From an optimization exercise on the open Yosys and OpenROAD flow, aimed at small area; shortcuts taken in it are not production practice. In this exercise RTL edits were held to simulation tests only and were not proved equivalent to the original. The clock port is modelled as an ideal driver, which makes a skipped or thinned clock tree look cheaper than it is; a real chip needs a root buffer or a tree.

==> build 54: inputs <==
Design driver, start of the top module:
module driver(
    input clk,
    input rst,
    input NE1,
    input NWE,
    input [2:0] ADDR,
    input [7:0] DATA,
    output r,
    output g,
    output b,
    output h_sync,
    output v_sync
);
    wire [9:0] xc, yc;
    wire xn;
    wire [1:0] col;
    coord_list regs(
        .clk(clk), .rst(rst), .NE1(NE1), .NWE(NWE), .ADDR(ADDR), .DATA(DATA),
        .xc(xc), .xn(xn), .yc(yc), .col(col)
    );
    reg [9:0] hc, vc;
    reg p, m;
    reg [1:0] cc;
    wire [9:0] hc_n, vc_n;
    wire p_n, m_n;
    wire [1:0] cc_n;
    core c(
        .rst(rst), .hc(hc), .vc(vc), .xc(xc), .xn(xn), .yc(yc), .col(col),
        .p(p), .m(m), .cc(cc),
        .hc_n(hc_n), .vc_n(vc_n), .p_n(p_n), .m_n(m_n), .cc_n(cc_n),
        .h_sync(h_sync), .v_sync(v_sync), .r(r), .g(g), .b(b)
    );
    always @(posedge clk) begin
        hc <= hc_n;
        vc <= vc_n;
        p <= p_n;
        m <= m_n;
        cc <= cc_n;
    end
endmodule
clock: 5.0 ns
lec_check: 0
cap_margin: 20
core_margin: 2
core_utilization: 55
gpl_timing_driven: 0
place_density: 0.7
slew_margin: 20
standard.sh (not shown) runs the stock make flow with config.mk's settings and CLKGATE_MAP_FILE= SYNTH_SCRIPT=/design/flow/synth_recipe.tcl, a recipe that flattens the netlist after the stock synthesis.
==> flow/flow/run.sh <==
#!/bin/bash
# Own layout flow: the standard ORFS flow (standard.sh), with these
# changes only:
#  - synthesis is the standard script, but ABC maps with flow/abc.script
#    (area-oriented) and the full-adder extraction step is skipped; the
#    flip-flops are mapped before ABC exactly as in the standard synthesis;
#  - port buffers use the smallest buffer (buf_1);
#  - clock tree synthesis inserts no dummy loads;
#  - after the global-route timing repair, gates off the critical paths
#    are downsized again (RECOVER_POWER).
set -euo pipefail
W=$PWD
sed "s#log_cmd abc {\*}\$abc_args#log_cmd abc -script $W/flow/abc.script {*}[lrange \$abc_args 2 end]#" \
    "$FLOW_HOME/scripts/synth.tcl" > "$W/synth_mod.tcl"
grep -q "flow/abc.script" "$W/synth_mod.tcl"
sed "s#\$::env(SCRIPTS_DIR)/synth.tcl#$W/synth_mod.tcl#" "$W/synth_recipe.tcl" > "$W/my_synth.tcl"
grep -q "synth_mod.tcl" "$W/my_synth.tcl"
sed "s#SYNTH_SCRIPT=[^ ]*#SYNTH_SCRIPT=$W/my_synth.tcl#" "$W/standard.sh" > "$W/my_standard.sh"
grep -q "my_synth.tcl" "$W/my_standard.sh"
CTS="-sink_clustering_enable -repair_clock_nets -dont_use_dummy_load"
[ -f "$W/flow/cts_args" ] && CTS="$(cat "$W/flow/cts_args")"
bash "$W/my_standard.sh" ADDER_MAP_FILE= \
    "BUFFER_PORTS_ARGS=-buffer_cell sky130_fd_sc_hd__buf_1" \
    "CTS_ARGS=$CTS" \
    RECOVER_POWER=100 \
    finish > "$W/flow_make.log" 2>&1
==> flow/flow/abc.script <==
strash
dch
amap
topo
mfs3 -a
topo
==> inputs of build 42, as changes to build 54 <==
--- a/flow/flow/run.sh
+++ b/flow/flow/run.sh
@@ -6,7 +6,9 @@
 #    flip-flops are mapped before ABC exactly as in the standard synthesis;
 #  - port buffers use the smallest buffer (buf_1);
-#  - clock tree synthesis inserts no dummy loads;
-#  - after the global-route timing repair, gates off the critical paths
-#    are downsized again (RECOVER_POWER).
+#  - instead of clock tree synthesis, flow/clock.tcl drives all flip-flops
+#    from one clock buffer;
+#  - timing repair only resizes and swaps pins (no new buffers), and after
+#    the global-route repair, gates off the critical paths are downsized
+#    again (RECOVER_POWER).
 set -euo pipefail
 W=$PWD
@@ -18,9 +20,15 @@
 sed "s#SYNTH_SCRIPT=[^ ]*#SYNTH_SCRIPT=$W/my_synth.tcl#" "$W/standard.sh" > "$W/my_standard.sh"
 grep -q "my_synth.tcl" "$W/my_standard.sh"
-CTS="-sink_clustering_enable -repair_clock_nets -dont_use_dummy_load"
-[ -f "$W/flow/cts_args" ] && CTS="$(cat "$W/flow/cts_args")"
+# ORFS scripts with clock_tree_synthesis replaced by flow/clock.tcl
+rm -rf "$W/scripts"
+cp -r "$FLOW_HOME/scripts" "$W/scripts"
+sed -i 's#^log_cmd clock_tree_synthesis {\*}\$cts_args#source $::env(CLOCK_TCL)#' "$W/scripts/cts.tcl"
+grep -q 'CLOCK_TCL' "$W/scripts/cts.tcl"
 bash "$W/my_standard.sh" ADDER_MAP_FILE= \
     "BUFFER_PORTS_ARGS=-buffer_cell sky130_fd_sc_hd__buf_1" \
-    "CTS_ARGS=$CTS" \
+    "SCRIPTS_DIR=$W/scripts" \
+    "CLOCK_TCL=$W/flow/clock.tcl" \
+    CLOCK_BUF_CELL=sky130_fd_sc_hd__clkbuf_16 \
     RECOVER_POWER=100 \
+    SETUP_MOVE_SEQUENCE=unbuffer,sizeup,swap \
     finish > "$W/flow_make.log" 2>&1
==> flow/flow/clock.tcl (new file) <==
# Clock distribution in place of clock_tree_synthesis: one clock buffer,
# placed at the centroid of the flip-flops, drives every clock pin; the
# clock port drives only that buffer.
set block [ord::get_db_block]
set clk_net [$block findNet clk]
set xs 0.0
set ys 0.0
set n 0
foreach it [$clk_net getITerms] {
  set bb [[$it getInst] getBBox]
  set xs [expr {$xs + ([$bb xMin] + [$bb xMax]) / 2.0}]
  set ys [expr {$ys + ([$bb yMin] + [$bb yMax]) / 2.0}]
  incr n
}
set dbu [$block getDbUnitsPerMicron]
set loc [list [expr {$xs / $n / $dbu}] [expr {$ys / $n / $dbu}]]
puts "clock.tcl: $n clock pins, buffer at $loc"
log_cmd insert_buffer -buffer_cell $::env(CLOCK_BUF_CELL) -net clk -location $loc \
  -buffer_name clkbuf_root -net_name clknet_root
$clk_net setSigType CLOCK
[$block findNet clknet_root] setSigType CLOCK
==> inputs of build 51, as changes to build 54 <==
--- a/flow/flow/run.sh
+++ b/flow/flow/run.sh
@@ -6,7 +6,10 @@
 #    flip-flops are mapped before ABC exactly as in the standard synthesis;
 #  - port buffers use the smallest buffer (buf_1);
-#  - clock tree synthesis inserts no dummy loads;
-#  - after the global-route timing repair, gates off the critical paths
-#    are downsized again (RECOVER_POWER).
+#  - instead of clock tree synthesis, flow/clock.tcl splits the flip-flops
+#    into three groups by position, each driven by one clkbuf_8 at the
+#    group's centroid (the clock port drives just these three buffers);
+#  - timing repair only resizes and swaps pins (no new buffers), and after
+#    the global-route repair, gates off the critical paths are downsized
+#    again (RECOVER_POWER).
 set -euo pipefail
 W=$PWD
@@ -18,9 +21,15 @@
 sed "s#SYNTH_SCRIPT=[^ ]*#SYNTH_SCRIPT=$W/my_synth.tcl#" "$W/standard.sh" > "$W/my_standard.sh"
 grep -q "my_synth.tcl" "$W/my_standard.sh"
-CTS="-sink_clustering_enable -repair_clock_nets -dont_use_dummy_load"
-[ -f "$W/flow/cts_args" ] && CTS="$(cat "$W/flow/cts_args")"
+# ORFS scripts with clock_tree_synthesis replaced by flow/clock.tcl
+rm -rf "$W/scripts"
+cp -r "$FLOW_HOME/scripts" "$W/scripts"
+sed -i 's#^log_cmd clock_tree_synthesis {\*}\$cts_args#source $::env(CLOCK_TCL)#' "$W/scripts/cts.tcl"
+grep -q 'CLOCK_TCL' "$W/scripts/cts.tcl"
 bash "$W/my_standard.sh" ADDER_MAP_FILE= \
     "BUFFER_PORTS_ARGS=-buffer_cell sky130_fd_sc_hd__buf_1" \
-    "CTS_ARGS=$CTS" \
+    "SCRIPTS_DIR=$W/scripts" \
+    "CLOCK_TCL=$W/flow/clock.tcl" \
+    CLOCK_BUF_CELL=sky130_fd_sc_hd__clkbuf_8 CLOCK_BUF_COUNT=3 \
     RECOVER_POWER=100 \
+    SETUP_MOVE_SEQUENCE=unbuffer,sizeup,swap \
     finish > "$W/flow_make.log" 2>&1
==> flow/flow/clock.tcl (new file) <==
# Clock distribution in place of clock_tree_synthesis: the flip-flops are
# split by x position into CLOCK_BUF_COUNT groups of (nearly) equal size,
# and each group is driven by one CLOCK_BUF_CELL buffer placed at the
# group's centroid. The clock port drives only these buffers.
set block [ord::get_db_block]
set dbu [$block getDbUnitsPerMicron]
set clk_net [$block findNet clk]
set sinks {}
foreach it [$clk_net getITerms] {
  set bb [[$it getInst] getBBox]
  set x [expr {([$bb xMin] + [$bb xMax]) / 2.0 / $dbu}]
  set y [expr {([$bb yMin] + [$bb yMax]) / 2.0 / $dbu}]
  lappend sinks [list $x $y "[[$it getInst] getName]/[[$it getMTerm] getName]"]
}
set sinks [lsort -real -index 0 $sinks]
set n [llength $sinks]
set k $::env(CLOCK_BUF_COUNT)
puts "clock.tcl: $n clock pins, $k buffers"
for {set g 0} {$g < $k} {incr g} {
  set lo [expr {($g * $n) / $k}]
  set hi [expr {(($g + 1) * $n) / $k - 1}]
  set group [lrange $sinks $lo $hi]
  # within the group, the buffer goes to the centroid
  set xs 0.0
  set ys 0.0
  set pins {}
  foreach s $group {
    set xs [expr {$xs + [lindex $s 0]}]
    set ys [expr {$ys + [lindex $s 1]}]
    lappend pins [get_pins [lindex $s 2]]
  }
  set m [llength $group]
  set loc [list [expr {$xs / $m}] [expr {$ys / $m}]]
  puts "clock.tcl: group $g: $m pins, buffer at $loc"
  insert_buffer -buffer_cell $::env(CLOCK_BUF_CELL) -net clk -location $loc \
    -buffer_name clkbuf_g$g -net_name clknet_g$g -load_pins $pins
}
set its [$clk_net getITerms]
if { [llength $its] != $k } { error "clock.tcl: clock port drives [llength $its] pins" }
$clk_net setSigType CLOCK
foreach it $its {
  set buf [$it getInst]
  set out_net [[$buf findITerm X] getNet]
  $out_net setSigType CLOCK
  puts "clock.tcl: [$buf getName] ([[$buf getMaster] getName]) drives [$out_net getName], [llength [$out_net getITerms]] pins"
}
==> inputs of trial 33, as changes to build 54 <==
--- a/flow/flow/run.sh
+++ b/flow/flow/run.sh
@@ -6,7 +6,5 @@
 #    flip-flops are mapped before ABC exactly as in the standard synthesis;
 #  - port buffers use the smallest buffer (buf_1);
-#  - clock tree synthesis inserts no dummy loads;
-#  - after the global-route timing repair, gates off the critical paths
-#    are downsized again (RECOVER_POWER).
+#  - clock tree synthesis inserts no dummy loads.
 set -euo pipefail
 W=$PWD
@@ -23,4 +21,3 @@
     "BUFFER_PORTS_ARGS=-buffer_cell sky130_fd_sc_hd__buf_1" \
     "CTS_ARGS=$CTS" \
-    RECOVER_POWER=100 \
     finish > "$W/flow_make.log" 2>&1
==> flow/flow/cts_args (new file) <==
-sink_clustering_enable -repair_clock_nets -dont_use_dummy_load -buf_list sky130_fd_sc_hd__clkbuf_16 -root_buf sky130_fd_sc_hd__clkbuf_16 -sink_clustering_size 50 -sink_clustering_max_diameter 500 -distance_between_buffers 500
==> comparison <==
The lowest global-route usage belongs to build 51, the highest to trial 33.
Against build 54, the via count of trial 33 is higher by 0.36%.
In critical path depth, build 54 and trial 33 do not differ.
Between build 51 and build 54, the lower cell count is in build 51 (gap about 0.9%, measured against build 54).
Build 54 finished clean. Trial 33 finished clean. Build 51 finished clean. Build 42 never finished: it broke off in clock tree synthesis (4_1_cts).
Of build 54 and build 51, build 54 has the higher clock skew (gap 0.85 ps).
In build 51 the design's own scripts or RTL, not TritonCTS, make the clock network.

-- separate check: timing with driven ports --
In the flow no input, the clock included, has a driving cell. The finished layouts below were timed again as built, in two steps. Step 1, drivers: a clkbuf_16 drives clk and a buf_2 each remaining input, both assumed. Step 2 moves the port delays by t, midway between the first and last clock arrival at a register: inputs arrive t later, outputs are due t later. That takes back most of the time a late clock gives input paths. Three values: ideal, step 1, step 2; two values: the first two.
run	t (ns)	setup WS [ns]	pins driven straight from the clock port
build 54	0.314	0.459 / 0.459 / 0.459	1
build 51	0.198	0.472 / 0.472 / 0.472	3
trial 33	0.309	0.460 / 0.460 / 0.460	1
After both steps every run listed still meets setup and hold.
